This design comes from an exercise in tuning for small area on the open sky130 flow, not from production work.
In this exercise RTL edits were held to simulation tests only and were not proved equivalent to the original.
Power figures rest on the tool's default switching activity, not on a simulated workload.

## run 1
## stopwatch
module stopwatch(input CLOCK, input rst, input tick, input SW1, SW0, SW2, SW3, SW4, input [3:0] layer, input [31:0] x, y, output [15:0] oled_data);
Size: about 230 cells after synthesis, about 19 flip-flops, roughly 92 I/O pins, about 1600 µm² of cells after synthesis.
export LEC_CHECK = 0
export ABC_AREA = 1
export CAP_MARGIN = 20
export CORE_MARGIN = 2
export CORE_UTILIZATION = 40
export CTS_BUF_LIST = sky130_fd_sc_hd__clkbuf_4
export CTS_CLUSTER_SIZE = 20
export SLEW_MARGIN = 20
create_clock -name core_clock -period 10.0 [get_ports {CLOCK}]
standard.sh (not shown) runs the stock make flow with config.mk's settings and CLKGATE_MAP_FILE= SYNTH_SCRIPT=/design/flow/synth_recipe.tcl, a recipe that flattens the netlist after the stock synthesis.
==> flow/flow/run.sh <==
#!/bin/bash
# Own layout flow: the standard ORFS flow (the standard.sh), with three changes:
#  1. synthesis maps the logic with an area-oriented ABC recipe (flow/abc_area.script, used
#     through ABC_AREA=1 from a copy of ORFS's scripts folder); the rest of the synthesis
#     script is ORFS's own, so registers keep their names and cell types;
#  2. synthesis does not extract half/full adders (ADDER_MAP_FILE empty), so ABC maps all logic;
#  3. ports are buffered with sky130_fd_sc_hd__buf_1 instead of the cell buffer_ports picks.
# Each step's full output goes to its own log file in the work folder.
set -euo pipefail
W=$(pwd)
rm -rf "$W/scripts_mod"
cp -r "$FLOW_HOME/scripts" "$W/scripts_mod"
cp "$W/flow/abc_area.script" "$W/scripts_mod/abc_area.script"
SCRIPTS_DIR="$W/scripts_mod" ADDER_MAP_FILE= bash standard.sh synth > "$W/flow_synth.log" 2>&1
BUFFER_PORTS_ARGS="-buffer_cell sky130_fd_sc_hd__buf_1" bash standard.sh > "$W/flow_layout.log" 2>&1
==> flow/flow/abc_area.script <==
strash
dc2
balance
rewrite
refactor
balance
rewrite
rewrite -z
balance
refactor -z
rewrite -z
balance
dc2
balance -l
resub -K 6 -l
rewrite -l
resub -K 6 -N 2 -l
refactor -l
resub -K 8 -l
balance -l
resub -K 8 -N 2 -l
rewrite -l
resub -K 10 -l
rewrite -z -l
resub -K 10 -N 2 -l
balance -l
resub -K 12 -l
refactor -z -l
resub -K 12 -N 2 -l
rewrite -z -l
balance -l
balance
rewrite
refactor
balance
rewrite
rewrite -z
balance
refactor -z
rewrite -z
balance
balance -l
resub -K 6 -l
rewrite -l
resub -K 6 -N 2 -l
refactor -l
resub -K 8 -l
balance -l
resub -K 8 -N 2 -l
rewrite -l
resub -K 10 -l
rewrite -z -l
resub -K 10 -N 2 -l
balance -l
resub -K 12 -l
refactor -z -l
resub -K 12 -N 2 -l
rewrite -z -l
balance -l
&get -n
&dch -f
&nf -p -a -R 1000
&put
topo
Per the final summary, run 1 finished and its layout is clean on timing, DRC and antenna.
### run 1 -> run 2
diff --git a/flow/flow/run.sh b/flow/flow/run.sh
--- a/flow/flow/run.sh
+++ b/flow/flow/run.sh
@@ -13,3 +13,3 @@
 cp "$W/flow/abc_area.script" "$W/scripts_mod/abc_area.script"
 SCRIPTS_DIR="$W/scripts_mod" ADDER_MAP_FILE= bash standard.sh synth > "$W/flow_synth.log" 2>&1
-BUFFER_PORTS_ARGS="-buffer_cell sky130_fd_sc_hd__buf_1" bash standard.sh > "$W/flow_layout.log" 2>&1
+CTS_ARGS="-buf_list sky130_fd_sc_hd__clkbuf_4 -dont_use_dummy_load -sink_clustering_enable -sink_clustering_size 20 -repair_clock_nets" BUFFER_PORTS_ARGS="-buffer_cell sky130_fd_sc_hd__buf_1" bash standard.sh > "$W/flow_layout.log" 2>&1
==> comparison <==
Going from run 1 to run 2, setup slack after layout went down 0.013 ns, depth of the worst register-to-register path held, synthesis-to-finish area growth went down 0.47 points. The final hold slack of run 2 and that of run 1 are within noise of each other. Sort run 1 and run 2 by wire length desc -> top: run 2. Run 2 — utilization 0.19 points lower, run 1 as reference. Compare run 1 and run 2 | data required time of the critical path lower: run 2. Overall power after layout for run 2 is lower than for run 1. Side by side, ratio of cells with drive above 1 in the final layout turned out lower in run 2 than in run 1. Fraction of registers with async set/reset of run 2 is on par with run 1.

## static timing again, ports no longer ideal
No port has a modelled driver above. Below, the same layouts with a new extraction and two added sets of constraints.
Step 1 assumes that a clkbuf_16 drives the clock port and a buf_2 every other input.
Step 2 also shifts input and output timing later by t, the mid clock arrival at the registers, as if the neighbouring blocks saw the same clock.
a / b / c = no drivers / after step 1 / after step 2; a / b = the first two.
run	shift t [ns]	slack for setup (ns)	worst data-port slew with drivers (ns)
run 1	0.323	5.040 / 5.035 / 4.712	0.03
run 2	0.316	5.027 / 5.020 / 4.704	0.03
After both steps every run listed still meets setup and hold. The setup slack of run 1, which loses most, moves by -0.005 ns with the drivers and by -0.328 ns with both steps.
